This is an optimization exercise on Yosys and OpenROAD, whose aim is small area and a short achievable clock period, not a production implementation.
No functional check of the RTL was part of any run shown here.
Power is estimated from default activity; no workload was simulated.

## flow/constraint.sdc

```tcl
create_clock -name core_clock -period 9.0 [get_ports {clk}]
set_input_delay 1.8000 -clock core_clock [delete_from_list [all_inputs] [get_ports {clk}]]
set_output_delay 1.8000 -clock core_clock [all_outputs]
set_load 0.01 [all_outputs]
```

## flow/run.sh

```bash
#!/bin/bash
# synth_recipe.tcl (not shown) runs the flow's synth.tcl, then flattens the netlist and writes it again
# the make line also repeats each setting of config.mk as NAME=value (left out here)
make -C /OpenROAD-flow-scripts/flow DESIGN_CONFIG=/design/flow/config.mk WORK_HOME=/design/flow/orfs CLKGATE_MAP_FILE= SYNTH_SCRIPT=/design/flow/synth_recipe.tcl finish
```

## flow/config.mk

```make
export PLATFORM = sky130hd
export DESIGN_NAME = RF_ALU
export DESIGN_NICKNAME = RF_ALU
export VERILOG_FILES = /design/flow/design.v
export SDC_FILE = /design/flow/constraint.sdc
export NUM_CORES = 8
export LEC_CHECK = 0
export CAP_MARGIN = 20
export CORE_MARGIN = 2
export CORE_UTILIZATION = 40
export CTS_CLUSTER_DIAMETER = 80
export CTS_CLUSTER_SIZE = 24
export SETUP_SLACK_MARGIN = 5
export SLEW_MARGIN = 20
export SYNTH_HIERARCHICAL = 1
```

## flow/design.v

```verilog
module RF_ALU (input clk,
               input RegSet,
               input RegWrite,
               input [3:0] ALU_control,
               input [31:0] instr,
               input [31:0] Writedata,
               output reg [31:0] rd1,
               output reg [31:0] rd2,
               output [31:0] ALU_result,
               output Zero);
wire [4:0] rs1 = instr[19:15];
wire [4:0] rs2 = instr[24:20];
wire [4:0] rd  = instr[11:7];
reg        pend_v;
reg        pend_alu;
reg [4:0]  pend_rd;
reg [31:0] pend_wd;
reg [31:0] regs [1:31];
wire [31:0] wdata = pend_alu ? ALU_result : pend_wd;
wire [31:0] stale;         
assign stale[0] = 1'b0;
wire [32*32-1:0] rows;     
assign rows[31:0] = wdata;
genvar r, k;
generate
    for (r = 1; r < 32; r = r + 1) begin : row
        wire we   = pend_v && (pend_rd == r);
        wire hold = !we;
        wire [31:0] d;
        assign stale[r] = we;
        assign rows[32*r +: 32] = regs[r];
        for (k = 0; k < 32; k = k + 1) begin : bt
            g_ao22 wc (.a1(regs[r][k]), .a2(hold), .b1(wdata[k]), .b2(we), .y(d[k]));
        end
        always @(posedge clk) regs[r] <= d;
    end
endgenerate
function [31:0] selects(input [4:0] rs, input [31:0] stl, input pv, input [4:0] prd);
    integer j;
    begin
        selects[0] = pv && (rs == prd) && (rs != 5'd0);
        for (j = 1; j < 32; j = j + 1)
            selects[j] = (rs == j) && !stl[j];
    end
endfunction
wire [31:0] sel1 = selects(rs1, stale, pend_v, pend_rd);
wire [31:0] sel2 = selects(rs2, stale, pend_v, pend_rd);
wire [31:0] a, b;
generate
    for (k = 0; k < 32; k = k + 1) begin : rdbit
        wire [31:0] col;
        for (r = 0; r < 32; r = r + 1) begin : c
            assign col[r] = rows[32*r + k];
        end
        rf_mux32 m1 (.sel(sel1), .d(col), .q(a[k]));
        rf_mux32 m2 (.sel(sel2), .d(col), .q(b[k]));
    end
endgenerate
wire op_and   = (ALU_control == 4'b0000);
wire op_or    = (ALU_control == 4'b0001);
wire op_sub   = (ALU_control == 4'b0110);
wire op_arith = (ALU_control == 4'b0010) || op_sub;
wire [31:0] aa, g0n, t0n;
generate
    for (k = 0; k < 32; k = k + 1) begin : pg
        g_xor2  x (.a(a[k]), .b(op_sub), .y(aa[k]));
        g_nand3 g (.a(aa[k]), .b(b[k]), .c(op_arith), .y(g0n[k]));
        g_nor2  t (.a(aa[k]), .b(b[k]), .y(t0n[k]));
    end
endgenerate
reg [31:0] alu_p;    
reg [31:0] alu_g;    
reg [31:2] alu_t;    
wire l1g_1;
wire l1g_2;
wire l1t_2;
wire l1g_3;
wire l1t_3;
wire l1g_4;
wire l1t_4;
wire l1g_5;
wire l1t_5;
wire l1g_6;
wire l1t_6;
wire l1g_7;
wire l1t_7;
wire l1g_8;
wire l1t_8;
wire l1g_9;
wire l1t_9;
wire l1g_10;
wire l1t_10;
wire l1g_11;
wire l1t_11;
wire l1g_12;
wire l1t_12;
wire l1g_13;
wire l1t_13;
wire l1g_14;
wire l1t_14;
wire l1g_15;
wire l1t_15;
wire l1g_16;
wire l1t_16;
wire l1g_17;
wire l1t_17;
wire l1g_18;
wire l1t_18;
wire l1g_19;
wire l1t_19;
wire l1g_20;
wire l1t_20;
wire l1g_21;
wire l1t_21;
wire l1g_22;
wire l1t_22;
wire l1g_23;
wire l1t_23;
wire l1g_24;
wire l1t_24;
wire l1g_25;
wire l1t_25;
wire l1g_26;
wire l1t_26;
wire l1g_27;
wire l1t_27;
wire l1g_28;
wire l1t_28;
wire l1g_29;
wire l1t_29;
wire l1g_30;
wire l1t_30;
wire l1g_31;
wire l1t_31;
wire n_alu_g_0;
wire l2g_2;
wire l2g_3;
wire l2g_4;
wire l2t_4;
wire l2g_5;
wire l2t_5;
wire l2g_6;
wire l2t_6;
wire l2g_7;
wire l2t_7;
wire l2g_8;
wire l2t_8;
wire l2g_9;
wire l2t_9;
wire l2g_10;
wire l2t_10;
wire l2g_11;
wire l2t_11;
wire l2g_12;
wire l2t_12;
wire l2g_13;
wire l2t_13;
wire l2g_14;
wire l2t_14;
wire l2g_15;
wire l2t_15;
wire l2g_16;
wire l2t_16;
wire l2g_17;
wire l2t_17;
wire l2g_18;
wire l2t_18;
wire l2g_19;
wire l2t_19;
wire l2g_20;
wire l2t_20;
wire l2g_21;
wire l2t_21;
wire l2g_22;
wire l2t_22;
wire l2g_23;
wire l2t_23;
wire l2g_24;
wire l2t_24;
wire l2g_25;
wire l2t_25;
wire l2g_26;
wire l2t_26;
wire l2g_27;
wire l2t_27;
wire l2g_28;
wire l2t_28;
wire l2g_29;
wire l2t_29;
wire l2g_30;
wire l2t_30;
wire l2g_31;
wire l2t_31;
wire l3g_4;
wire n_alu_g_1;
wire l3g_5;
wire l3g_6;
wire l3g_7;
wire l3g_8;
wire l3t_8;
wire l3g_9;
wire l3t_9;
wire l3g_10;
wire l3t_10;
wire l3g_11;
wire l3t_11;
wire l3g_12;
wire l3t_12;
wire l3g_13;
wire l3t_13;
wire l3g_14;
wire l3t_14;
wire l3g_15;
wire l3t_15;
wire l3g_16;
wire l3t_16;
wire l3g_17;
wire l3t_17;
wire l3g_18;
wire l3t_18;
wire l3g_19;
wire l3t_19;
wire l3g_20;
wire l3t_20;
wire l3g_21;
wire l3t_21;
wire l3g_22;
wire l3t_22;
wire l3g_23;
wire l3t_23;
wire l3g_24;
wire l3t_24;
wire l3g_25;
wire l3t_25;
wire l3g_26;
wire l3t_26;
wire l3g_27;
wire l3t_27;
wire l3g_28;
wire l3t_28;
wire l3g_29;
wire l3t_29;
wire l3g_30;
wire l3t_30;
wire l3g_31;
wire l3t_31;
wire l4g_8;
wire l4g_9;
wire n_l2g_2;
wire l4g_10;
wire n_l2g_3;
wire l4g_11;
wire l4g_12;
wire l4g_13;
wire l4g_14;
wire l4g_15;
wire l4g_16;
wire l4t_16;
wire l4g_17;
wire l4t_17;
wire l4g_18;
wire l4t_18;
wire l4g_19;
wire l4t_19;
wire l4g_20;
wire l4t_20;
wire l4g_21;
wire l4t_21;
wire l4g_22;
wire l4t_22;
wire l4g_23;
wire l4t_23;
wire l4g_24;
wire l4t_24;
wire l4g_25;
wire l4t_25;
wire l4g_26;
wire l4t_26;
wire l4g_27;
wire l4t_27;
wire l4g_28;
wire l4t_28;
wire l4g_29;
wire l4t_29;
wire l4g_30;
wire l4t_30;
wire l4g_31;
wire l4t_31;
wire l5g_16;
wire l5g_17;
wire l5g_18;
wire l5g_19;
wire n_l3g_4;
wire l5g_20;
wire n_l3g_5;
wire l5g_21;
wire n_l3g_6;
wire l5g_22;
wire n_l3g_7;
wire l5g_23;
wire l5g_24;
wire l5g_25;
wire l5g_26;
wire l5g_27;
wire l5g_28;
wire l5g_29;
wire l5g_30;
wire l5g_31;
g_oai21 p0g1 (.a1(t0n[1]), .a2(g0n[0]), .b1(g0n[1]), .y(l1g_1));
g_oai21 p0g2 (.a1(t0n[2]), .a2(g0n[1]), .b1(g0n[2]), .y(l1g_2));
g_nor2 p0t2 (.a(t0n[2]), .b(t0n[1]), .y(l1t_2));
g_oai21 p0g3 (.a1(t0n[3]), .a2(g0n[2]), .b1(g0n[3]), .y(l1g_3));
g_nor2 p0t3 (.a(t0n[3]), .b(t0n[2]), .y(l1t_3));
g_oai21 p0g4 (.a1(t0n[4]), .a2(g0n[3]), .b1(g0n[4]), .y(l1g_4));
g_nor2 p0t4 (.a(t0n[4]), .b(t0n[3]), .y(l1t_4));
g_oai21 p0g5 (.a1(t0n[5]), .a2(g0n[4]), .b1(g0n[5]), .y(l1g_5));
g_nor2 p0t5 (.a(t0n[5]), .b(t0n[4]), .y(l1t_5));
g_oai21 p0g6 (.a1(t0n[6]), .a2(g0n[5]), .b1(g0n[6]), .y(l1g_6));
g_nor2 p0t6 (.a(t0n[6]), .b(t0n[5]), .y(l1t_6));
g_oai21 p0g7 (.a1(t0n[7]), .a2(g0n[6]), .b1(g0n[7]), .y(l1g_7));
g_nor2 p0t7 (.a(t0n[7]), .b(t0n[6]), .y(l1t_7));
g_oai21 p0g8 (.a1(t0n[8]), .a2(g0n[7]), .b1(g0n[8]), .y(l1g_8));
g_nor2 p0t8 (.a(t0n[8]), .b(t0n[7]), .y(l1t_8));
g_oai21 p0g9 (.a1(t0n[9]), .a2(g0n[8]), .b1(g0n[9]), .y(l1g_9));
g_nor2 p0t9 (.a(t0n[9]), .b(t0n[8]), .y(l1t_9));
g_oai21 p0g10 (.a1(t0n[10]), .a2(g0n[9]), .b1(g0n[10]), .y(l1g_10));
g_nor2 p0t10 (.a(t0n[10]), .b(t0n[9]), .y(l1t_10));
g_oai21 p0g11 (.a1(t0n[11]), .a2(g0n[10]), .b1(g0n[11]), .y(l1g_11));
g_nor2 p0t11 (.a(t0n[11]), .b(t0n[10]), .y(l1t_11));
g_oai21 p0g12 (.a1(t0n[12]), .a2(g0n[11]), .b1(g0n[12]), .y(l1g_12));
g_nor2 p0t12 (.a(t0n[12]), .b(t0n[11]), .y(l1t_12));
g_oai21 p0g13 (.a1(t0n[13]), .a2(g0n[12]), .b1(g0n[13]), .y(l1g_13));
g_nor2 p0t13 (.a(t0n[13]), .b(t0n[12]), .y(l1t_13));
g_oai21 p0g14 (.a1(t0n[14]), .a2(g0n[13]), .b1(g0n[14]), .y(l1g_14));
g_nor2 p0t14 (.a(t0n[14]), .b(t0n[13]), .y(l1t_14));
g_oai21 p0g15 (.a1(t0n[15]), .a2(g0n[14]), .b1(g0n[15]), .y(l1g_15));
g_nor2 p0t15 (.a(t0n[15]), .b(t0n[14]), .y(l1t_15));
g_oai21 p0g16 (.a1(t0n[16]), .a2(g0n[15]), .b1(g0n[16]), .y(l1g_16));
g_nor2 p0t16 (.a(t0n[16]), .b(t0n[15]), .y(l1t_16));
g_oai21 p0g17 (.a1(t0n[17]), .a2(g0n[16]), .b1(g0n[17]), .y(l1g_17));
g_nor2 p0t17 (.a(t0n[17]), .b(t0n[16]), .y(l1t_17));
g_oai21 p0g18 (.a1(t0n[18]), .a2(g0n[17]), .b1(g0n[18]), .y(l1g_18));
g_nor2 p0t18 (.a(t0n[18]), .b(t0n[17]), .y(l1t_18));
g_oai21 p0g19 (.a1(t0n[19]), .a2(g0n[18]), .b1(g0n[19]), .y(l1g_19));
g_nor2 p0t19 (.a(t0n[19]), .b(t0n[18]), .y(l1t_19));
g_oai21 p0g20 (.a1(t0n[20]), .a2(g0n[19]), .b1(g0n[20]), .y(l1g_20));
g_nor2 p0t20 (.a(t0n[20]), .b(t0n[19]), .y(l1t_20));
g_oai21 p0g21 (.a1(t0n[21]), .a2(g0n[20]), .b1(g0n[21]), .y(l1g_21));
g_nor2 p0t21 (.a(t0n[21]), .b(t0n[20]), .y(l1t_21));
g_oai21 p0g22 (.a1(t0n[22]), .a2(g0n[21]), .b1(g0n[22]), .y(l1g_22));
g_nor2 p0t22 (.a(t0n[22]), .b(t0n[21]), .y(l1t_22));
g_oai21 p0g23 (.a1(t0n[23]), .a2(g0n[22]), .b1(g0n[23]), .y(l1g_23));
g_nor2 p0t23 (.a(t0n[23]), .b(t0n[22]), .y(l1t_23));
g_oai21 p0g24 (.a1(t0n[24]), .a2(g0n[23]), .b1(g0n[24]), .y(l1g_24));
g_nor2 p0t24 (.a(t0n[24]), .b(t0n[23]), .y(l1t_24));
g_oai21 p0g25 (.a1(t0n[25]), .a2(g0n[24]), .b1(g0n[25]), .y(l1g_25));
g_nor2 p0t25 (.a(t0n[25]), .b(t0n[24]), .y(l1t_25));
g_oai21 p0g26 (.a1(t0n[26]), .a2(g0n[25]), .b1(g0n[26]), .y(l1g_26));
g_nor2 p0t26 (.a(t0n[26]), .b(t0n[25]), .y(l1t_26));
g_oai21 p0g27 (.a1(t0n[27]), .a2(g0n[26]), .b1(g0n[27]), .y(l1g_27));
g_nor2 p0t27 (.a(t0n[27]), .b(t0n[26]), .y(l1t_27));
g_oai21 p0g28 (.a1(t0n[28]), .a2(g0n[27]), .b1(g0n[28]), .y(l1g_28));
g_nor2 p0t28 (.a(t0n[28]), .b(t0n[27]), .y(l1t_28));
g_oai21 p0g29 (.a1(t0n[29]), .a2(g0n[28]), .b1(g0n[29]), .y(l1g_29));
g_nor2 p0t29 (.a(t0n[29]), .b(t0n[28]), .y(l1t_29));
g_oai21 p0g30 (.a1(t0n[30]), .a2(g0n[29]), .b1(g0n[30]), .y(l1g_30));
g_nor2 p0t30 (.a(t0n[30]), .b(t0n[29]), .y(l1t_30));
g_oai21 p0g31 (.a1(t0n[31]), .a2(g0n[30]), .b1(g0n[31]), .y(l1g_31));
g_nor2 p0t31 (.a(t0n[31]), .b(t0n[30]), .y(l1t_31));
g_inv i_n_alu_g_0 (.a(alu_g[0]), .y(n_alu_g_0));
g_aoi21 p1g2 (.a1(alu_t[2]), .a2(n_alu_g_0), .b1(alu_g[2]), .y(l2g_2));
g_aoi21 p1g3 (.a1(alu_t[3]), .a2(alu_g[1]), .b1(alu_g[3]), .y(l2g_3));
g_aoi21 p1g4 (.a1(alu_t[4]), .a2(alu_g[2]), .b1(alu_g[4]), .y(l2g_4));
g_nand2 p1t4 (.a(alu_t[4]), .b(alu_t[2]), .y(l2t_4));
g_aoi21 p1g5 (.a1(alu_t[5]), .a2(alu_g[3]), .b1(alu_g[5]), .y(l2g_5));
g_nand2 p1t5 (.a(alu_t[5]), .b(alu_t[3]), .y(l2t_5));
g_aoi21 p1g6 (.a1(alu_t[6]), .a2(alu_g[4]), .b1(alu_g[6]), .y(l2g_6));
g_nand2 p1t6 (.a(alu_t[6]), .b(alu_t[4]), .y(l2t_6));
g_aoi21 p1g7 (.a1(alu_t[7]), .a2(alu_g[5]), .b1(alu_g[7]), .y(l2g_7));
g_nand2 p1t7 (.a(alu_t[7]), .b(alu_t[5]), .y(l2t_7));
g_aoi21 p1g8 (.a1(alu_t[8]), .a2(alu_g[6]), .b1(alu_g[8]), .y(l2g_8));
g_nand2 p1t8 (.a(alu_t[8]), .b(alu_t[6]), .y(l2t_8));
g_aoi21 p1g9 (.a1(alu_t[9]), .a2(alu_g[7]), .b1(alu_g[9]), .y(l2g_9));
g_nand2 p1t9 (.a(alu_t[9]), .b(alu_t[7]), .y(l2t_9));
g_aoi21 p1g10 (.a1(alu_t[10]), .a2(alu_g[8]), .b1(alu_g[10]), .y(l2g_10));
g_nand2 p1t10 (.a(alu_t[10]), .b(alu_t[8]), .y(l2t_10));
g_aoi21 p1g11 (.a1(alu_t[11]), .a2(alu_g[9]), .b1(alu_g[11]), .y(l2g_11));
g_nand2 p1t11 (.a(alu_t[11]), .b(alu_t[9]), .y(l2t_11));
g_aoi21 p1g12 (.a1(alu_t[12]), .a2(alu_g[10]), .b1(alu_g[12]), .y(l2g_12));
g_nand2 p1t12 (.a(alu_t[12]), .b(alu_t[10]), .y(l2t_12));
g_aoi21 p1g13 (.a1(alu_t[13]), .a2(alu_g[11]), .b1(alu_g[13]), .y(l2g_13));
g_nand2 p1t13 (.a(alu_t[13]), .b(alu_t[11]), .y(l2t_13));
g_aoi21 p1g14 (.a1(alu_t[14]), .a2(alu_g[12]), .b1(alu_g[14]), .y(l2g_14));
g_nand2 p1t14 (.a(alu_t[14]), .b(alu_t[12]), .y(l2t_14));
g_aoi21 p1g15 (.a1(alu_t[15]), .a2(alu_g[13]), .b1(alu_g[15]), .y(l2g_15));
g_nand2 p1t15 (.a(alu_t[15]), .b(alu_t[13]), .y(l2t_15));
g_aoi21 p1g16 (.a1(alu_t[16]), .a2(alu_g[14]), .b1(alu_g[16]), .y(l2g_16));
g_nand2 p1t16 (.a(alu_t[16]), .b(alu_t[14]), .y(l2t_16));
g_aoi21 p1g17 (.a1(alu_t[17]), .a2(alu_g[15]), .b1(alu_g[17]), .y(l2g_17));
g_nand2 p1t17 (.a(alu_t[17]), .b(alu_t[15]), .y(l2t_17));
g_aoi21 p1g18 (.a1(alu_t[18]), .a2(alu_g[16]), .b1(alu_g[18]), .y(l2g_18));
g_nand2 p1t18 (.a(alu_t[18]), .b(alu_t[16]), .y(l2t_18));
g_aoi21 p1g19 (.a1(alu_t[19]), .a2(alu_g[17]), .b1(alu_g[19]), .y(l2g_19));
g_nand2 p1t19 (.a(alu_t[19]), .b(alu_t[17]), .y(l2t_19));
g_aoi21 p1g20 (.a1(alu_t[20]), .a2(alu_g[18]), .b1(alu_g[20]), .y(l2g_20));
g_nand2 p1t20 (.a(alu_t[20]), .b(alu_t[18]), .y(l2t_20));
g_aoi21 p1g21 (.a1(alu_t[21]), .a2(alu_g[19]), .b1(alu_g[21]), .y(l2g_21));
g_nand2 p1t21 (.a(alu_t[21]), .b(alu_t[19]), .y(l2t_21));
g_aoi21 p1g22 (.a1(alu_t[22]), .a2(alu_g[20]), .b1(alu_g[22]), .y(l2g_22));
g_nand2 p1t22 (.a(alu_t[22]), .b(alu_t[20]), .y(l2t_22));
g_aoi21 p1g23 (.a1(alu_t[23]), .a2(alu_g[21]), .b1(alu_g[23]), .y(l2g_23));
g_nand2 p1t23 (.a(alu_t[23]), .b(alu_t[21]), .y(l2t_23));
g_aoi21 p1g24 (.a1(alu_t[24]), .a2(alu_g[22]), .b1(alu_g[24]), .y(l2g_24));
g_nand2 p1t24 (.a(alu_t[24]), .b(alu_t[22]), .y(l2t_24));
g_aoi21 p1g25 (.a1(alu_t[25]), .a2(alu_g[23]), .b1(alu_g[25]), .y(l2g_25));
g_nand2 p1t25 (.a(alu_t[25]), .b(alu_t[23]), .y(l2t_25));
g_aoi21 p1g26 (.a1(alu_t[26]), .a2(alu_g[24]), .b1(alu_g[26]), .y(l2g_26));
g_nand2 p1t26 (.a(alu_t[26]), .b(alu_t[24]), .y(l2t_26));
g_aoi21 p1g27 (.a1(alu_t[27]), .a2(alu_g[25]), .b1(alu_g[27]), .y(l2g_27));
g_nand2 p1t27 (.a(alu_t[27]), .b(alu_t[25]), .y(l2t_27));
g_aoi21 p1g28 (.a1(alu_t[28]), .a2(alu_g[26]), .b1(alu_g[28]), .y(l2g_28));
g_nand2 p1t28 (.a(alu_t[28]), .b(alu_t[26]), .y(l2t_28));
g_aoi21 p1g29 (.a1(alu_t[29]), .a2(alu_g[27]), .b1(alu_g[29]), .y(l2g_29));
g_nand2 p1t29 (.a(alu_t[29]), .b(alu_t[27]), .y(l2t_29));
g_aoi21 p1g30 (.a1(alu_t[30]), .a2(alu_g[28]), .b1(alu_g[30]), .y(l2g_30));
g_nand2 p1t30 (.a(alu_t[30]), .b(alu_t[28]), .y(l2t_30));
g_aoi21 p1g31 (.a1(alu_t[31]), .a2(alu_g[29]), .b1(alu_g[31]), .y(l2g_31));
g_nand2 p1t31 (.a(alu_t[31]), .b(alu_t[29]), .y(l2t_31));
g_oai21 p2g4 (.a1(l2t_4), .a2(alu_g[0]), .b1(l2g_4), .y(l3g_4));
g_inv i_n_alu_g_1 (.a(alu_g[1]), .y(n_alu_g_1));
g_oai21 p2g5 (.a1(l2t_5), .a2(n_alu_g_1), .b1(l2g_5), .y(l3g_5));
g_oai21 p2g6 (.a1(l2t_6), .a2(l2g_2), .b1(l2g_6), .y(l3g_6));
g_oai21 p2g7 (.a1(l2t_7), .a2(l2g_3), .b1(l2g_7), .y(l3g_7));
g_oai21 p2g8 (.a1(l2t_8), .a2(l2g_4), .b1(l2g_8), .y(l3g_8));
g_nor2 p2t8 (.a(l2t_8), .b(l2t_4), .y(l3t_8));
g_oai21 p2g9 (.a1(l2t_9), .a2(l2g_5), .b1(l2g_9), .y(l3g_9));
g_nor2 p2t9 (.a(l2t_9), .b(l2t_5), .y(l3t_9));
g_oai21 p2g10 (.a1(l2t_10), .a2(l2g_6), .b1(l2g_10), .y(l3g_10));
g_nor2 p2t10 (.a(l2t_10), .b(l2t_6), .y(l3t_10));
g_oai21 p2g11 (.a1(l2t_11), .a2(l2g_7), .b1(l2g_11), .y(l3g_11));
g_nor2 p2t11 (.a(l2t_11), .b(l2t_7), .y(l3t_11));
g_oai21 p2g12 (.a1(l2t_12), .a2(l2g_8), .b1(l2g_12), .y(l3g_12));
g_nor2 p2t12 (.a(l2t_12), .b(l2t_8), .y(l3t_12));
g_oai21 p2g13 (.a1(l2t_13), .a2(l2g_9), .b1(l2g_13), .y(l3g_13));
g_nor2 p2t13 (.a(l2t_13), .b(l2t_9), .y(l3t_13));
g_oai21 p2g14 (.a1(l2t_14), .a2(l2g_10), .b1(l2g_14), .y(l3g_14));
g_nor2 p2t14 (.a(l2t_14), .b(l2t_10), .y(l3t_14));
g_oai21 p2g15 (.a1(l2t_15), .a2(l2g_11), .b1(l2g_15), .y(l3g_15));
g_nor2 p2t15 (.a(l2t_15), .b(l2t_11), .y(l3t_15));
g_oai21 p2g16 (.a1(l2t_16), .a2(l2g_12), .b1(l2g_16), .y(l3g_16));
g_nor2 p2t16 (.a(l2t_16), .b(l2t_12), .y(l3t_16));
g_oai21 p2g17 (.a1(l2t_17), .a2(l2g_13), .b1(l2g_17), .y(l3g_17));
g_nor2 p2t17 (.a(l2t_17), .b(l2t_13), .y(l3t_17));
g_oai21 p2g18 (.a1(l2t_18), .a2(l2g_14), .b1(l2g_18), .y(l3g_18));
g_nor2 p2t18 (.a(l2t_18), .b(l2t_14), .y(l3t_18));
g_oai21 p2g19 (.a1(l2t_19), .a2(l2g_15), .b1(l2g_19), .y(l3g_19));
g_nor2 p2t19 (.a(l2t_19), .b(l2t_15), .y(l3t_19));
g_oai21 p2g20 (.a1(l2t_20), .a2(l2g_16), .b1(l2g_20), .y(l3g_20));
g_nor2 p2t20 (.a(l2t_20), .b(l2t_16), .y(l3t_20));
g_oai21 p2g21 (.a1(l2t_21), .a2(l2g_17), .b1(l2g_21), .y(l3g_21));
g_nor2 p2t21 (.a(l2t_21), .b(l2t_17), .y(l3t_21));
g_oai21 p2g22 (.a1(l2t_22), .a2(l2g_18), .b1(l2g_22), .y(l3g_22));
g_nor2 p2t22 (.a(l2t_22), .b(l2t_18), .y(l3t_22));
g_oai21 p2g23 (.a1(l2t_23), .a2(l2g_19), .b1(l2g_23), .y(l3g_23));
g_nor2 p2t23 (.a(l2t_23), .b(l2t_19), .y(l3t_23));
g_oai21 p2g24 (.a1(l2t_24), .a2(l2g_20), .b1(l2g_24), .y(l3g_24));
g_nor2 p2t24 (.a(l2t_24), .b(l2t_20), .y(l3t_24));
g_oai21 p2g25 (.a1(l2t_25), .a2(l2g_21), .b1(l2g_25), .y(l3g_25));
g_nor2 p2t25 (.a(l2t_25), .b(l2t_21), .y(l3t_25));
g_oai21 p2g26 (.a1(l2t_26), .a2(l2g_22), .b1(l2g_26), .y(l3g_26));
g_nor2 p2t26 (.a(l2t_26), .b(l2t_22), .y(l3t_26));
g_oai21 p2g27 (.a1(l2t_27), .a2(l2g_23), .b1(l2g_27), .y(l3g_27));
g_nor2 p2t27 (.a(l2t_27), .b(l2t_23), .y(l3t_27));
g_oai21 p2g28 (.a1(l2t_28), .a2(l2g_24), .b1(l2g_28), .y(l3g_28));
g_nor2 p2t28 (.a(l2t_28), .b(l2t_24), .y(l3t_28));
g_oai21 p2g29 (.a1(l2t_29), .a2(l2g_25), .b1(l2g_29), .y(l3g_29));
g_nor2 p2t29 (.a(l2t_29), .b(l2t_25), .y(l3t_29));
g_oai21 p2g30 (.a1(l2t_30), .a2(l2g_26), .b1(l2g_30), .y(l3g_30));
g_nor2 p2t30 (.a(l2t_30), .b(l2t_26), .y(l3t_30));
g_oai21 p2g31 (.a1(l2t_31), .a2(l2g_27), .b1(l2g_31), .y(l3g_31));
g_nor2 p2t31 (.a(l2t_31), .b(l2t_27), .y(l3t_31));
g_aoi21 p3g8 (.a1(l3t_8), .a2(n_alu_g_0), .b1(l3g_8), .y(l4g_8));
g_aoi21 p3g9 (.a1(l3t_9), .a2(alu_g[1]), .b1(l3g_9), .y(l4g_9));
g_inv i_n_l2g_2 (.a(l2g_2), .y(n_l2g_2));
g_aoi21 p3g10 (.a1(l3t_10), .a2(n_l2g_2), .b1(l3g_10), .y(l4g_10));
g_inv i_n_l2g_3 (.a(l2g_3), .y(n_l2g_3));
g_aoi21 p3g11 (.a1(l3t_11), .a2(n_l2g_3), .b1(l3g_11), .y(l4g_11));
g_aoi21 p3g12 (.a1(l3t_12), .a2(l3g_4), .b1(l3g_12), .y(l4g_12));
g_aoi21 p3g13 (.a1(l3t_13), .a2(l3g_5), .b1(l3g_13), .y(l4g_13));
g_aoi21 p3g14 (.a1(l3t_14), .a2(l3g_6), .b1(l3g_14), .y(l4g_14));
g_aoi21 p3g15 (.a1(l3t_15), .a2(l3g_7), .b1(l3g_15), .y(l4g_15));
g_aoi21 p3g16 (.a1(l3t_16), .a2(l3g_8), .b1(l3g_16), .y(l4g_16));
g_nand2 p3t16 (.a(l3t_16), .b(l3t_8), .y(l4t_16));
g_aoi21 p3g17 (.a1(l3t_17), .a2(l3g_9), .b1(l3g_17), .y(l4g_17));
g_nand2 p3t17 (.a(l3t_17), .b(l3t_9), .y(l4t_17));
g_aoi21 p3g18 (.a1(l3t_18), .a2(l3g_10), .b1(l3g_18), .y(l4g_18));
g_nand2 p3t18 (.a(l3t_18), .b(l3t_10), .y(l4t_18));
g_aoi21 p3g19 (.a1(l3t_19), .a2(l3g_11), .b1(l3g_19), .y(l4g_19));
g_nand2 p3t19 (.a(l3t_19), .b(l3t_11), .y(l4t_19));
g_aoi21 p3g20 (.a1(l3t_20), .a2(l3g_12), .b1(l3g_20), .y(l4g_20));
g_nand2 p3t20 (.a(l3t_20), .b(l3t_12), .y(l4t_20));
g_aoi21 p3g21 (.a1(l3t_21), .a2(l3g_13), .b1(l3g_21), .y(l4g_21));
g_nand2 p3t21 (.a(l3t_21), .b(l3t_13), .y(l4t_21));
g_aoi21 p3g22 (.a1(l3t_22), .a2(l3g_14), .b1(l3g_22), .y(l4g_22));
g_nand2 p3t22 (.a(l3t_22), .b(l3t_14), .y(l4t_22));
g_aoi21 p3g23 (.a1(l3t_23), .a2(l3g_15), .b1(l3g_23), .y(l4g_23));
g_nand2 p3t23 (.a(l3t_23), .b(l3t_15), .y(l4t_23));
g_aoi21 p3g24 (.a1(l3t_24), .a2(l3g_16), .b1(l3g_24), .y(l4g_24));
g_nand2 p3t24 (.a(l3t_24), .b(l3t_16), .y(l4t_24));
g_aoi21 p3g25 (.a1(l3t_25), .a2(l3g_17), .b1(l3g_25), .y(l4g_25));
g_nand2 p3t25 (.a(l3t_25), .b(l3t_17), .y(l4t_25));
g_aoi21 p3g26 (.a1(l3t_26), .a2(l3g_18), .b1(l3g_26), .y(l4g_26));
g_nand2 p3t26 (.a(l3t_26), .b(l3t_18), .y(l4t_26));
g_aoi21 p3g27 (.a1(l3t_27), .a2(l3g_19), .b1(l3g_27), .y(l4g_27));
g_nand2 p3t27 (.a(l3t_27), .b(l3t_19), .y(l4t_27));
g_aoi21 p3g28 (.a1(l3t_28), .a2(l3g_20), .b1(l3g_28), .y(l4g_28));
g_nand2 p3t28 (.a(l3t_28), .b(l3t_20), .y(l4t_28));
g_aoi21 p3g29 (.a1(l3t_29), .a2(l3g_21), .b1(l3g_29), .y(l4g_29));
g_nand2 p3t29 (.a(l3t_29), .b(l3t_21), .y(l4t_29));
g_aoi21 p3g30 (.a1(l3t_30), .a2(l3g_22), .b1(l3g_30), .y(l4g_30));
g_nand2 p3t30 (.a(l3t_30), .b(l3t_22), .y(l4t_30));
g_aoi21 p3g31 (.a1(l3t_31), .a2(l3g_23), .b1(l3g_31), .y(l4g_31));
g_nand2 p3t31 (.a(l3t_31), .b(l3t_23), .y(l4t_31));
g_oai21 p4g16 (.a1(l4t_16), .a2(alu_g[0]), .b1(l4g_16), .y(l5g_16));
g_oai21 p4g17 (.a1(l4t_17), .a2(n_alu_g_1), .b1(l4g_17), .y(l5g_17));
g_oai21 p4g18 (.a1(l4t_18), .a2(l2g_2), .b1(l4g_18), .y(l5g_18));
g_oai21 p4g19 (.a1(l4t_19), .a2(l2g_3), .b1(l4g_19), .y(l5g_19));
g_inv i_n_l3g_4 (.a(l3g_4), .y(n_l3g_4));
g_oai21 p4g20 (.a1(l4t_20), .a2(n_l3g_4), .b1(l4g_20), .y(l5g_20));
g_inv i_n_l3g_5 (.a(l3g_5), .y(n_l3g_5));
g_oai21 p4g21 (.a1(l4t_21), .a2(n_l3g_5), .b1(l4g_21), .y(l5g_21));
g_inv i_n_l3g_6 (.a(l3g_6), .y(n_l3g_6));
g_oai21 p4g22 (.a1(l4t_22), .a2(n_l3g_6), .b1(l4g_22), .y(l5g_22));
g_inv i_n_l3g_7 (.a(l3g_7), .y(n_l3g_7));
g_oai21 p4g23 (.a1(l4t_23), .a2(n_l3g_7), .b1(l4g_23), .y(l5g_23));
g_oai21 p4g24 (.a1(l4t_24), .a2(l4g_8), .b1(l4g_24), .y(l5g_24));
g_oai21 p4g25 (.a1(l4t_25), .a2(l4g_9), .b1(l4g_25), .y(l5g_25));
g_oai21 p4g26 (.a1(l4t_26), .a2(l4g_10), .b1(l4g_26), .y(l5g_26));
g_oai21 p4g27 (.a1(l4t_27), .a2(l4g_11), .b1(l4g_27), .y(l5g_27));
g_oai21 p4g28 (.a1(l4t_28), .a2(l4g_12), .b1(l4g_28), .y(l5g_28));
g_oai21 p4g29 (.a1(l4t_29), .a2(l4g_13), .b1(l4g_29), .y(l5g_29));
g_oai21 p4g30 (.a1(l4t_30), .a2(l4g_14), .b1(l4g_30), .y(l5g_30));
g_oai21 p4g31 (.a1(l4t_31), .a2(l4g_15), .b1(l4g_31), .y(l5g_31));
reg [1:0] nzq;
g_nor2 zr (.a(nzq[0]), .b(nzq[1]), .y(Zero));
wire [31:0] ab_x;
wire [15:0] ab_o1;
wire [7:0] ab_o2;
wire [3:0] ab_o3;
wire ne_lo, ne_hi;
generate
    for (k = 0; k < 32; k = k + 1) begin : zx
        g_xor2 x (.a(a[k]), .b(b[k]), .y(ab_x[k]));
    end
    for (k = 0; k < 16; k = k + 1) begin : z1
        g_nor2 o (.a(ab_x[2*k]), .b(ab_x[2*k+1]), .y(ab_o1[k]));
    end
    for (k = 0; k < 8; k = k + 1) begin : z2
        g_nand2 o (.a(ab_o1[2*k]), .b(ab_o1[2*k+1]), .y(ab_o2[k]));
    end
    for (k = 0; k < 4; k = k + 1) begin : z3
        g_nor2 o (.a(ab_o2[2*k]), .b(ab_o2[2*k+1]), .y(ab_o3[k]));
    end
endgenerate
g_nand2 z4l (.a(ab_o3[0]), .b(ab_o3[1]), .y(ne_lo));
g_nand2 z4h (.a(ab_o3[2]), .b(ab_o3[3]), .y(ne_hi));
assign ALU_result[0] = alu_p[0];
g_xnor2 s1 (.a(alu_p[1]), .b(alu_g[0]), .y(ALU_result[1]));
g_xor2 s2 (.a(alu_p[2]), .b(alu_g[1]), .y(ALU_result[2]));
g_xnor2 s3 (.a(alu_p[3]), .b(l2g_2), .y(ALU_result[3]));
g_xnor2 s4 (.a(alu_p[4]), .b(l2g_3), .y(ALU_result[4]));
g_xor2 s5 (.a(alu_p[5]), .b(l3g_4), .y(ALU_result[5]));
g_xor2 s6 (.a(alu_p[6]), .b(l3g_5), .y(ALU_result[6]));
g_xor2 s7 (.a(alu_p[7]), .b(l3g_6), .y(ALU_result[7]));
g_xor2 s8 (.a(alu_p[8]), .b(l3g_7), .y(ALU_result[8]));
g_xnor2 s9 (.a(alu_p[9]), .b(l4g_8), .y(ALU_result[9]));
g_xnor2 s10 (.a(alu_p[10]), .b(l4g_9), .y(ALU_result[10]));
g_xnor2 s11 (.a(alu_p[11]), .b(l4g_10), .y(ALU_result[11]));
g_xnor2 s12 (.a(alu_p[12]), .b(l4g_11), .y(ALU_result[12]));
g_xnor2 s13 (.a(alu_p[13]), .b(l4g_12), .y(ALU_result[13]));
g_xnor2 s14 (.a(alu_p[14]), .b(l4g_13), .y(ALU_result[14]));
g_xnor2 s15 (.a(alu_p[15]), .b(l4g_14), .y(ALU_result[15]));
g_xnor2 s16 (.a(alu_p[16]), .b(l4g_15), .y(ALU_result[16]));
g_xor2 s17 (.a(alu_p[17]), .b(l5g_16), .y(ALU_result[17]));
g_xor2 s18 (.a(alu_p[18]), .b(l5g_17), .y(ALU_result[18]));
g_xor2 s19 (.a(alu_p[19]), .b(l5g_18), .y(ALU_result[19]));
g_xor2 s20 (.a(alu_p[20]), .b(l5g_19), .y(ALU_result[20]));
g_xor2 s21 (.a(alu_p[21]), .b(l5g_20), .y(ALU_result[21]));
g_xor2 s22 (.a(alu_p[22]), .b(l5g_21), .y(ALU_result[22]));
g_xor2 s23 (.a(alu_p[23]), .b(l5g_22), .y(ALU_result[23]));
g_xor2 s24 (.a(alu_p[24]), .b(l5g_23), .y(ALU_result[24]));
g_xor2 s25 (.a(alu_p[25]), .b(l5g_24), .y(ALU_result[25]));
g_xor2 s26 (.a(alu_p[26]), .b(l5g_25), .y(ALU_result[26]));
g_xor2 s27 (.a(alu_p[27]), .b(l5g_26), .y(ALU_result[27]));
g_xor2 s28 (.a(alu_p[28]), .b(l5g_27), .y(ALU_result[28]));
g_xor2 s29 (.a(alu_p[29]), .b(l5g_28), .y(ALU_result[29]));
g_xor2 s30 (.a(alu_p[30]), .b(l5g_29), .y(ALU_result[30]));
g_xor2 s31 (.a(alu_p[31]), .b(l5g_30), .y(ALU_result[31]));
always @(posedge clk) begin
    rd1 <= a;
    rd2 <= b;
    nzq <= {ne_hi, ne_lo};
    alu_p <= op_arith ? (a ^ b) : op_and ? (a & b) : op_or ? (a | b) : ALU_result;
    alu_g[0] <= g0n[0];
    alu_g[1] <= l1g_1;
    alu_g[2] <= l1g_2;
    alu_g[3] <= l1g_3;
    alu_g[4] <= l1g_4;
    alu_g[5] <= l1g_5;
    alu_g[6] <= l1g_6;
    alu_g[7] <= l1g_7;
    alu_g[8] <= l1g_8;
    alu_g[9] <= l1g_9;
    alu_g[10] <= l1g_10;
    alu_g[11] <= l1g_11;
    alu_g[12] <= l1g_12;
    alu_g[13] <= l1g_13;
    alu_g[14] <= l1g_14;
    alu_g[15] <= l1g_15;
    alu_g[16] <= l1g_16;
    alu_g[17] <= l1g_17;
    alu_g[18] <= l1g_18;
    alu_g[19] <= l1g_19;
    alu_g[20] <= l1g_20;
    alu_g[21] <= l1g_21;
    alu_g[22] <= l1g_22;
    alu_g[23] <= l1g_23;
    alu_g[24] <= l1g_24;
    alu_g[25] <= l1g_25;
    alu_g[26] <= l1g_26;
    alu_g[27] <= l1g_27;
    alu_g[28] <= l1g_28;
    alu_g[29] <= l1g_29;
    alu_g[30] <= l1g_30;
    alu_g[31] <= l1g_31;
    alu_t[2] <= l1t_2;
    alu_t[3] <= l1t_3;
    alu_t[4] <= l1t_4;
    alu_t[5] <= l1t_5;
    alu_t[6] <= l1t_6;
    alu_t[7] <= l1t_7;
    alu_t[8] <= l1t_8;
    alu_t[9] <= l1t_9;
    alu_t[10] <= l1t_10;
    alu_t[11] <= l1t_11;
    alu_t[12] <= l1t_12;
    alu_t[13] <= l1t_13;
    alu_t[14] <= l1t_14;
    alu_t[15] <= l1t_15;
    alu_t[16] <= l1t_16;
    alu_t[17] <= l1t_17;
    alu_t[18] <= l1t_18;
    alu_t[19] <= l1t_19;
    alu_t[20] <= l1t_20;
    alu_t[21] <= l1t_21;
    alu_t[22] <= l1t_22;
    alu_t[23] <= l1t_23;
    alu_t[24] <= l1t_24;
    alu_t[25] <= l1t_25;
    alu_t[26] <= l1t_26;
    alu_t[27] <= l1t_27;
    alu_t[28] <= l1t_28;
    alu_t[29] <= l1t_29;
    alu_t[30] <= l1t_30;
    alu_t[31] <= l1t_31;
    pend_v   <= (RegWrite || RegSet) && (rd != 5'd0);
    pend_alu <= RegWrite;
    pend_rd  <= rd;
    pend_wd  <= Writedata;
end
endmodule
module rf_mux32 (input [31:0] sel, input [31:0] d, output q);
wire [32:0] s = {1'b0, sel};
wire [32:0] e = {1'b0, d};
wire [10:0] t;
wire [2:0] u;
wire qn;
genvar j;
generate
    for (j = 0; j < 11; j = j + 1) begin : l1
        g_aoi222 x (.a1(s[3*j]), .a2(e[3*j]), .b1(s[3*j+1]), .b2(e[3*j+1]),
                    .c1(s[3*j+2]), .c2(e[3*j+2]), .y(t[j]));
    end
endgenerate
g_nand4 n0 (.a(t[0]), .b(t[1]), .c(t[2]), .d(t[3]), .y(u[0]));
g_nand4 n1 (.a(t[4]), .b(t[5]), .c(t[6]), .d(t[7]), .y(u[1]));
g_nand3 n2 (.a(t[8]), .b(t[9]), .c(t[10]), .y(u[2]));
g_nor3 o (.a(u[0]), .b(u[1]), .c(u[2]), .y(qn));
g_inv i (.a(qn), .y(q));
endmodule
module g_aoi222 (input a1, input a2, input b1, input b2, input c1, input c2, output y);
assign y = ~((a1 & a2) | (b1 & b2) | (c1 & c2));
endmodule
module g_nor3 (input a, input b, input c, output y);
assign y = ~(a | b | c);
endmodule
module g_ao22 (input a1, input a2, input b1, input b2, output y);
assign y = (a1 & a2) | (b1 & b2);
endmodule
module g_aoi21 (input a1, input a2, input b1, output y);
assign y = ~((a1 & a2) | b1);
endmodule
module g_oai21 (input a1, input a2, input b1, output y);
assign y = ~((a1 | a2) & b1);
endmodule
module g_nand4 (input a, input b, input c, input d, output y);
assign y = ~(a & b & c & d);
endmodule
module g_nand3 (input a, input b, input c, output y);
assign y = ~(a & b & c);
endmodule
module g_nand2 (input a, input b, output y);
assign y = ~(a & b);
endmodule
module g_nor2 (input a, input b, output y);
assign y = ~(a | b);
endmodule
module g_xor2 (input a, input b, output y);
assign y = a ^ b;
endmodule
module g_inv (input a, output y);
assign y = ~a;
endmodule
module g_xnor2 (input a, input b, output y);
assign y = ~(a ^ b);
endmodule
```

==> metrics.md, run 1 <==
| Metric | Value |
|---|---|
| Achievable clock frequency | `240.5 MHz` |
| Initial DRC Count | `10240` |
| Crit path largest cell delay | `520 ps` |
| Initial Util | `40.42%` |
| Area Overhead vs Synth | `22.92%` |
| Port Buf Inserts | `150` |
| Most frequent CP cell | `nand2_1` |
| Synth cell count leaders | `1188 x dfxtp_1, 993 x a22o_1, 704 x a222oi_1, 184 x nor2_1, 168 x inv_1` |
| Count leader, synth | `dfxtp_1` |
| Met2 usage in global routing | `49.63%` |
| First-pass iteration count of the detailed router | `22` |
| Synth cell types | `45` |
| # rows | `126` |
| CORE AREA | `118200 µm²` |
| Synthesized area | `47790 µm²` |
| Slowest CP cell | `nand4_1` |
| Setup TNS | `0 ps` |
| Max-cap viol count | `0` |
| Via-per-instance ratio | `7.297` |
| Largest net degree at the start of global routing | `95` |
| Nets@finish | `4930` |
| Vias in the first global route | `42600` |
| Vias | `46370` |
| Mapped Cells | `4236` |
| Post-synthesis sequential area ratio | `49.82%` |
| Critical Path, Cell by Cell | `buf_16 > buf_4 > xnor2_1 > nand2_1 > a211oi_4 > buf_12 > buf_6 > a222oi_1 > nand4_1 > nor3_2 > inv_2 > xor2_1 > nor2_1 > nand2_1 > nor2_2 > nand2_1` |
| Final std cells w/o fill | `6354` |
| Setup violators final | `0` |
| Placed Cells | `6100` |
| Fillers | `10490` |
| Syn Area/Cell | `11.28 µm²` |
| Crit Path Max Fanout | `9` |
| Worst clock skew | `49.10 ps` |
| Die Y | `349.7 µm` |
| Status | `timing/DRC/antenna clean` |
| Total Routing Usage GR | `34.07%` |
| Critical path endpoint category | `flop` |
| IO Pins | `168` |
| Slew HR | `15.60%` |
| Cell area power density | `282.6 nW/µm²` |
| Fin crit period | `4158 ps` |
| CTS Root Cell | `clkbuf_16` |
| Die area | `122300 µm²` |
| GR Overflow Total | `0` |
| Req. time, crit path | `9630 ps` |
| Post-route ant nets | `0` |
| Unrepaired setup endpoints after global routing | `yes` |
| TritonCTS clock tree | `built` |
| Per-cell routed wire length | `35.32 µm` |
| Fin. Hold Viols | `0` |
| Worst-margin pin slew | `1266 ps` |
| Yosys Warn Count | `9` |
| DP Wirelength | `126800 µm` |
| First-pass GRT wire length | `305900 µm` |
| Clock sinks | `1189` |
| Crit start category | `input pin` |
| Setup CP Type | `input pin to flop` |
| Worst VDD drop | `0.0001924 V` |
| DRC viols | `0` |
| Synth top area cells | `dfxtp_1 50%, a22o_1 18%, a222oi_1 15%, nand4_1 1.7%, ha_1 1.7%` |
| Worst hold path type | `flop to flop` |
| Clock tree buffer depth | `3` |
| GPL Wtd Cong | `0.9684` |
| Number of synthesized flops with an enable pin | `1` |
| Final WL | `224400 µm` |
| Layout cells sized above 1 | `21.54%` |
| CP arrival | `4790 ps` |
| Final period util | `46.19%` |
| Slew Viols, Final | `0` |
| Fraction of registers with async set/reset | `0%` |
| Synth top area share | `49.76%` |
| Top Usage Layer GRT | `met2` |
| Met1 Track Usage GR | `43.52%` |
| Main synth FF type | `dfxtp_1` |
| Pleak | `22.25 nW` |
| Clock H-tree levels | `2` |
| Synth area leader | `dfxtp_1` |
| Synthesized flop and latch total | `1189` |
| Clock edge transition at the registers on the reported setup and hold paths | `100 ps` |
| Die span in x | `349.7 µm` |
| Worst-Skew Late Latency | `750 ps` |
| Initial antenna violation count | `4` |
| M3 GR Usage | `10.80%` |
| Num CTS Buffers | `60` |
-- flip-flops by register name, summed over array words and instances (netlist names) --
signal and count:
regs 992, alu_p 32, pend_wd 32, rd1 32, rd2 32, alu_g 31
alu_t 29, pend_rd 5, nzq 2, pend_alu 1, pend_v 1
-- what timing repair did --
action                     CTS  global route
cloned                       7            11
setup buffers               87            64
resized for setup          427           266
setup endpoints to repair  188           109
pin swaps                  103           170
hold endpoints to repair     0             0
hold buffers                 0             0
-- modules after synthesis (local to each module, per instance), a selection --
module    cell area [µm²]  times used  cells inside  flip-flops and latches
g_aoi222            10.01         704             1                       0
g_nor3              10.01          64             1                       0
g_xnor2             8.758          11             1                       0
g_aoi21             8.758          52             1                       0
g_ao22              8.758         992             1                       0
g_xor2              8.758          83             1                       0
g_nand4             6.256         128             1                       0
g_oai21             5.005          72             1                       0
g_nand3             5.005          95             1                       0
g_nor2              3.754         103             1                       0
rf_mux32            3.754          64             1                       0
g_nand2             3.754          52             1                       0
-- placed cells by master, fill, tap and decap left out, drive strengths merged, types with 11 or more instances in the layout --
master and count:
a21oi 52, a222oi 704, a22o 993, and3 31, buf 337, clkbuf 77, clkdlybuf4s50 111, clkinv 11
conb 128, dfxtp 1188, ha 64, inv 170, mux2 33, nand2 95, nand2b 12, nand3 99
nand4 129, nor2 193, nor3 120, nor4 14, o21ai 72, o41ai 31, xnor2 19, xor2 83
-- metal layers --
layer / vias up / share of wire, %
met2: 3678 / 41
met3: 659 / 14
met5: - / 0.16
li1: 19250 / -
met1: 22770 / 38
met4: 10 / 7.0
-- area by class of cell --
type | instances | area, µm² | area share [%]
well taps | 1536 | 1922 | 3.271
clock buffers | 65 | 1562 | 2.658
clock inverters | 17 | 206.4 | 0.3514
flip-flops and latches | 1189 | 23900 | 40.68
multi-input cells | 2903 | 25570 | 43.53
inverters | 168 | 676.9 | 1.152
diodes | 3 | 7.507 | 0.01278
repair buffers | 473 | 4906 | 8.350
-- metrics by stage --
stage / total power, W / hold slack, ps / worst slack, ps / instance area, µm² / util [%]
detailed placement: 0.01279 / 492.1 / 2468 / 53180 / 44.98
CTS: 0.01613 / 517.7 / 4906 / 57060 / 48.25
floorplan: 0.01095 / 475.4 / 3031 / 48270 / -
global route: 0.01717 / 523.6 / 4812 / 58740 / 49.68
global placement: 0.01264 / 485.3 / 2535 / 53180 / 44.97
finish: 0.01660 / 516.7 / 4842 / 58750 / 49.69
-- worst max-delay path: cells and delay by family --
| family | cells | cell delay (ps) |
|---|---|---|
| and+or+nand+nor | 7 | 1470 |
| AOI/OAI and AO/OA | 2 | 420 |
| buffers and inverters | 5 | 770 |
| xor gates and xnor gates | 2 | 310 |
-- logic make-up (layout without fill, tap and decap cells) --
logic type,after synthesis,in the layout,synth area share [%]
other,64,131,0.5026
and+or+nand+nor,717,717,8.126
muxes,33,34,0.7749
adders and majority gates,64,64,1.675
buffers and inverters,209,723,1.801
xor gates and xnor gates,102,102,1.869
DFF,1189,1189,49.82
AOI/OAI and AO/OA,1858,1858,35.43
-- where the power goes --
| part | switching (W) | internal (W) | total (W) |
|---|---|---|---|
| Sequential | 0.00139 | 0.00704 | 0.00843 |
| Clock | 0.00188 | 0.00130 | 0.00318 |
| Combinational | 0.00266 | 0.00232 | 0.00499 |
-- path summary, 6_finish.rpt --
check                                 start          end  slack, ps  depth (start not counted)
worst max-delay path              instr[20]       nzq[1]       4840                         16
worst min-delay path            regs[25][0]  regs[25][0]        520                          1
worst max register to register   pend_rd[0]       nzq[1]       4850                         14
worst min register to register  regs[25][0]  regs[25][0]        520                          1
==> run 2, diff against run 1 <==
--- a/flow/design.v
+++ b/flow/design.v
@@ -670,29 +670,28 @@
 end
 endmodule
 module rf_mux32 (input [31:0] sel, input [31:0] d, output q);
-wire [32:0] s = {1'b0, sel};
-wire [32:0] e = {1'b0, d};
-wire [10:0] t;
-wire [2:0] u;
+wire [15:0] t;
+wire [7:0] u;
+wire [3:0] v;
+wire [1:0] w;
 wire qn;
 genvar j;
 generate
-    for (j = 0; j < 11; j = j + 1) begin : l1
-        g_aoi222 x (.a1(s[3*j]), .a2(e[3*j]), .b1(s[3*j+1]), .b2(e[3*j+1]),
-                    .c1(s[3*j+2]), .c2(e[3*j+2]), .y(t[j]));
+    for (j = 0; j < 8; j = j + 1) begin : l1
+        rf_mux4 x (.sel(sel[4*j +: 4]), .d(d[4*j +: 4]), .y(u[j]));
+    end
+    for (j = 0; j < 4; j = j + 1) begin : l2
+        g_nor2 x (.a(u[2*j]), .b(u[2*j+1]), .y(v[j]));
+    end
+    for (j = 0; j < 2; j = j + 1) begin : l3
+        g_nand2 x (.a(v[2*j]), .b(v[2*j+1]), .y(w[j]));
     end
 endgenerate
-g_nand4 n0 (.a(t[0]), .b(t[1]), .c(t[2]), .d(t[3]), .y(u[0]));
-g_nand4 n1 (.a(t[4]), .b(t[5]), .c(t[6]), .d(t[7]), .y(u[1]));
-g_nand3 n2 (.a(t[8]), .b(t[9]), .c(t[10]), .y(u[2]));
-g_nor3 o (.a(u[0]), .b(u[1]), .c(u[2]), .y(qn));
+g_nor2 o (.a(w[0]), .b(w[1]), .y(qn));
 g_inv i (.a(qn), .y(q));
 endmodule
-module g_aoi222 (input a1, input a2, input b1, input b2, input c1, input c2, output y);
-assign y = ~((a1 & a2) | (b1 & b2) | (c1 & c2));
-endmodule
-module g_nor3 (input a, input b, input c, output y);
-assign y = ~(a | b | c);
+module rf_mux4 (input [3:0] sel, input [3:0] d, output y);
+assign y = |(sel & d);
 endmodule
 module g_ao22 (input a1, input a2, input b1, input b2, output y);
 assign y = (a1 & a2) | (b1 & b2);
==> flow/flow/run.sh (new file) <==
#!/bin/bash
# Own layout flow: the standard flow (standard.sh, standard synthesis
# unchanged) with two changes to how the layout is made:
#  - port buffers are sky130_fd_sc_hd__buf_2 (timing repair resizes them),
#  - timing repair may change a cell's footprint in every step.
set -euo pipefail
export SETUP_SLACK_MARGIN=5
export BUFFER_PORTS_ARGS="-buffer_cell sky130_fd_sc_hd__buf_2"
sed 's|"\${@:-finish}"|MATCH_CELL_FOOTPRINT=0 "${@:-finish}"|' standard.sh > standard_own.sh
grep -q 'MATCH_CELL_FOOTPRINT=0' standard_own.sh
bash standard_own.sh > standard_flow.log 2>&1
==> flow/standard.sh (new file) <==
#!/bin/bash
# synth_recipe.tcl (not shown) runs the flow's synth.tcl, then flattens the netlist and writes it again
# the make line also repeats each setting of config.mk as NAME=value (left out here)
make -C /OpenROAD-flow-scripts/flow DESIGN_CONFIG=/design/flow/config.mk WORK_HOME=/design/flow/orfs CLKGATE_MAP_FILE= SYNTH_SCRIPT=/design/flow/synth_recipe.tcl "${@:-finish}"
--- a/flow/config.mk
+++ b/flow/config.mk
@@ -10,6 +10,5 @@
 export CORE_UTILIZATION = 40
 export CTS_CLUSTER_DIAMETER = 80
 export CTS_CLUSTER_SIZE = 24
-export SETUP_SLACK_MARGIN = 5
 export SLEW_MARGIN = 20
 export SYNTH_HIERARCHICAL = 1
removed: flow/run.sh
==> run 2 against run 1 <==
- sequential power is 5.7% lower
- area after synthesis is 4.7% higher
- die area is 4.6% higher
- cell area is 0.88% lower
- sequential share of layout area is 0.34 points higher
- critical path depth stayed put
- final cell count is 14% higher
- critical path type unchanged
- critical endpoint is now nzq[0]
==> metrics.md, run 2 <==
| Metric | Value |
|---|---|
| Layout cells sized above 1 | `18.33% (was 21.54%)` |
| DRC viols | `0 (unchanged)` |
| Die Y | `357.7 µm (was 349.7 µm)` |
| Max-cap viol count | `0 (unchanged)` |
| Worst clock skew | `59.03 ps (was 49.10 ps)` |
| CP arrival | `4750 ps (was 4790 ps)` |
| Number of synthesized flops with an enable pin | `1 (unchanged)` |
| Unrepaired setup endpoints after global routing | `yes (unchanged)` |
| Syn Area/Cell | `9.630 µm² (was 11.28 µm²)` |
| Num CTS Buffers | `60 (unchanged)` |
| Final period util | `45.73% (was 46.19%)` |
| Largest family of logic cells by synthesized area | `compound AO/OA/AOI/OAI gates (unchanged)` |
| Slew HR | `23.79% (was 15.60%)` |
| IO Pins | `168 (unchanged)` |
| Depth of the worst hold-timing path | `1 (unchanged)` |
| Clock sinks | `1189 (unchanged)` |
| Die area | `127900 µm² (was 122300 µm²)` |
| Synthesized flop and latch total | `1189 (unchanged)` |
| Achievable clock frequency | `243.0 MHz (was 240.5 MHz)` |
| Vias in the first global route | `42620 (was 42600)` |
| FF-to-FF setup slack | `4930 ps (was 4850 ps)` |
| Worst-margin pin slew | `1143 ps (was 1266 ps)` |
| Area Overhead vs Synth | `16.38% (was 22.92%)` |
| # rows | `129 (was 126)` |
| CTS Root Cell | `clkbuf_16 (unchanged)` |
| Synth top area cells | `dfxtp_1 48%, a22o_1 17%, a22oi_1 15%, nand2_1 5.5%, nor2_1 3.8% (was dfxtp_1 50%, a22o_1 18%, a222oi_1 15%, nand4_1 1.7%, ha_1 1.7%)` |
| DP Wirelength | `134300 µm (was 126800 µm)` |
| Main synth FF type | `dfxtp_1 (unchanged)` |
| Adder-Cell Fraction of Synth Area | `1.600% (was 1.675%)` |
| Per-cell routed wire length | `29.84 µm (was 35.32 µm)` |
| Instance area at placement | `54510 µm² (was 53180 µm²)` |
| Yosys Warn Count | `9 (unchanged)` |
| Worst-Skew Late Latency | `740 ps (was 750 ps)` |
| GPL Wtd Cong | `0.9068 (was 0.9684)` |
| Largest net degree at the start of global routing | `64 (was 95)` |
| Slowest CP cell | `nor2_1 (was nand4_1)` |
| Clock H-tree levels | `2 (unchanged)` |
| Vias | `47520 (was 46370)` |
| Via-per-instance ratio | `6.560 (was 7.297)` |
| Nets@finish | `5712 (was 4930)` |
| Crit path largest cell delay | `300 ps (was 520 ps)` |
| First-pass GRT wire length | `302500 µm (was 305900 µm)` |
| Cell area power density | `260.2 nW/µm² (was 282.6 nW/µm²)` |
| Crit Path Max Fanout | `32 (was 9)` |
| First-pass iteration count of the detailed router | `6 (was 22)` |
| Initial antenna violation count | `11 (was 4)` |
| Fin. Hold Viols | `0 (unchanged)` |
| Setup CP Type | `input pin to flop (unchanged)` |
| Synth area leader | `dfxtp_1 (unchanged)` |
| Slew Viols, Final | `0 (unchanged)` |
| Setup violators final | `0 (unchanged)` |
| Non-Filler Cell Area, Final | `58230 µm² (was 58750 µm²)` |
| GR Overflow Total | `0 (unchanged)` |
| Worst Reg-to-Reg Cells | `16 (was 14)` |
| Compound-Gate Fraction of Synth Area | `35.12% (was 35.43%)` |
| Max reg flops | `992 (unchanged)` |
| M3 GR Usage | `8.112% (was 10.80%)` |
| Fin crit period | `4115 ps (was 4158 ps)` |
| Req. time, crit path | `9640 ps (was 9630 ps)` |
| Met2 usage in global routing | `45.97% (was 49.63%)` |
| Status | `timing/DRC/antenna clean (unchanged)` |
| Setup TNS | `0 ps (unchanged)` |
| Mapped Cells | `5196 (was 4236)` |
| Synth cell types | `43 (was 45)` |
| Die span in x | `357.7 µm (was 349.7 µm)` |
| Total Routing Usage GR | `31.77% (was 34.07%)` |
| Worst hold path type | `flop to flop (unchanged)` |
| Critical path endpoint category | `flop (unchanged)` |
| Clock tree buffer depth | `3 (unchanged)` |
| Port Buf Inserts | `150 (unchanged)` |
| TritonCTS clock tree | `built (unchanged)` |
| Post-synthesis sequential area ratio | `47.59% (was 49.82%)` |
| Pleak | `24.59 nW (was 22.25 nW)` |
| Clock edge transition at the registers on the reported setup and hold paths | `100 ps (about the same)` |
| CORE AREA | `124000 µm² (was 118200 µm²)` |
| Synthesized area | `50040 µm² (was 47790 µm²)` |
| Post-synthesis mux area share | `0.7402% (was 0.7749%)` |
| Synth cell count leaders | `1188 x dfxtp_1, 1024 x a22oi_1, 993 x a22o_1, 735 x nand2_1, 504 x nor2_1 (was 1188 x dfxtp_1, 993 x a22o_1, 704 x a222oi_1, 184 x nor2_1, 168 x inv_1)` |
| Top Usage Layer GRT | `met2 (unchanged)` |
| Synth top area share | `47.53% (was 49.76%)` |
| Synth Area in Simple Gates | `11.44% (was 8.126%)` |
| Most frequent cells in the layout | `1150 x dfxtp_1, 1024 x a22oi_1, 993 x a22o_1 (was 1150 x dfxtp_1, 993 x a22o_1, 704 x a222oi_1)` |
| Final WL | `216200 µm (was 224400 µm)` |
| Fraction of registers with async set/reset | `0% (unchanged)` |
| Top reg by flops | `regs (unchanged)` |
| Crit start category | `input pin (unchanged)` |
| Initial DRC Count | `7027 (was 10240)` |
| Met1 Track Usage GR | `44.31% (was 43.52%)` |
| Critical Path, Cell by Cell | `buf_2 > nor2_1 > nand2_2 > nor3_2 > buf_4 > a22oi_1 > nand2_1 > nor2_2 > nand2_1 > nor2_1 > inv_2 > xor2_1 > nor2_1 > nand2_1 > nor2_1 > nand2_1 (was buf_16 > buf_4 > xnor2_1 > nand2_1 > a211oi_4 > buf_12 > buf_6 > a222oi_1 > nand4_1 > nor3_2 > inv_2 > xor2_1 > nor2_1 > nand2_1 > nor2_2 > nand2_1)` |
| Worst VDD drop | `0.0001749 V (was 0.0001924 V)` |
| Initial Util | `40.37% (was 40.42%)` |
| Xor and xnor area share after synthesis | `1.785% (was 1.869%)` |
| Count leader, synth | `dfxtp_1 (unchanged)` |
| Post-route ant nets | `0 (unchanged)` |
| Most common cell after layout, fill and taps aside | `dfxtp_1 (unchanged)` |
run 2: layer usage:
layer,up-vias,part of all wire (%)
li1,20780,-
met1,23630,41
met2,2723,42
met3,376,11
met4,14,5.1
met5,-,0.045
run 2: report_power, final:
group | total, W | internal (W) | switching [W]
logic | 0.00392 | 0.00172 | 0.00220
clock network | 0.00328 | 0.00140 | 0.00189
registers | 0.00795 | 0.00678 | 0.00117
run 2: kinds of logic (layout without fill, tap and decap cells):
group,count (synthesis),after routing
XOR/XNOR,102,102
multiplexers,33,33
flip-flops,1189,1189
buffers and inverters,209,617
adder cells (fa/ha/maj),64,64
AO/OA/AOI/OAI,2178,2178
other,0,3
AND/OR/NAND/NOR,1421,1421
run 2: worst max-delay path, delay by kind of cell:
| kind | cells | cell delay, ps |
|---|---|---|
| AO/OA/AOI/OAI | 1 | 230 |
| XOR/XNOR | 1 | 170 |
| AND/OR/NAND/NOR | 11 | 1800 |
| buffers and inverters | 3 | 720 |
run 2: area by class of cell:
type                       count  area (µm²)
inverter                     168       633.1
timing repair buffer         360        2760
clock inverter                17       240.2
fill                       11760       65730
sequential                  1189       23890
antenna                        3       7.507
clock buffer                  72        1629
multi-input combinational   3798       27030
tap                         1637        2048
run 2: path summary, 6_finish.rpt:
| path | endpoint | start |
|---|---|---|
| worst max register to register | nzq[0] | pend_v |
| worst min register to register | regs[18][8] | regs[18][8] |
| worst max-delay path | nzq[0] | instr[18] |
| worst min-delay path | regs[18][8] | regs[18][8] |
run 2: modules after synthesis (local to each module, per instance), excerpt:
module / flip-flops and latches / area, µm²
RF_ALU: 1189 / 27410
g_inv: 0 / 3.754
rf_mux4: 0 / 18.77
g_nand3: 0 / 5.005
g_aoi21: 0 / 8.758
g_xor2: 0 / 8.758
g_ao22: 0 / 8.758
g_nand2: 0 / 3.754
g_xnor2: 0 / 8.758
g_nor2: 0 / 3.754
g_oai21: 0 / 5.005
run 2: repair_timing:
action	4_1_cts	5_1_grt
endpoints found under the setup margin	132	116
hold buffers	0	0
cloned	0	3
resized for setup	158	219
buffers inserted	26	19
pin swaps	38	39
run 2: per-stage QoR:
step                hold slack, ps  instances  setup slack [ps]  power, W  util, %
floorplan                    478.4       5196              2932   0.01013        -
global placement             488.3       7104              3480   0.01149    43.97
global route                 529.7       7241              4883   0.01572    46.97
CTS                          518.3       7219              4878   0.01493    46.18
finish                       516.9       7244              4885   0.01515    46.98
detailed placement           494.9       7104              3470   0.01163    43.97

## port drivers added, routing unchanged
No port has a modelled driver above. Below, the same layouts with a new extraction and two added sets of constraints. Step 1 assumes that a clkbuf_16 drives the clock port and a buf_2 every other input. Step 2 adds t to the input delays and takes it off the output delays; t is the mean of the earliest and latest rising clock arrival at the registers after step 1. Input paths then give back, and output paths get back, about the clock's delay inside the block. a / b / c = ideal ports / drivers / drivers and shift; a / b = the first two.
| run | t (ns) | setup WS [ns] | worst setup path after step 2 | pins driven straight from the clock port |
|---|---|---|---|---|
| run 1 | 0.795 | 4.842 / 4.809 / 4.014 | input to register | 1 |
| run 2 | 0.786 | 4.885 / 4.829 / 4.043 | input to register | 1 |
After both steps every run listed still meets setup and hold. The setup slack of run 2, which loses most, moves by -0.056 ns with the drivers and by -0.842 ns with both steps.
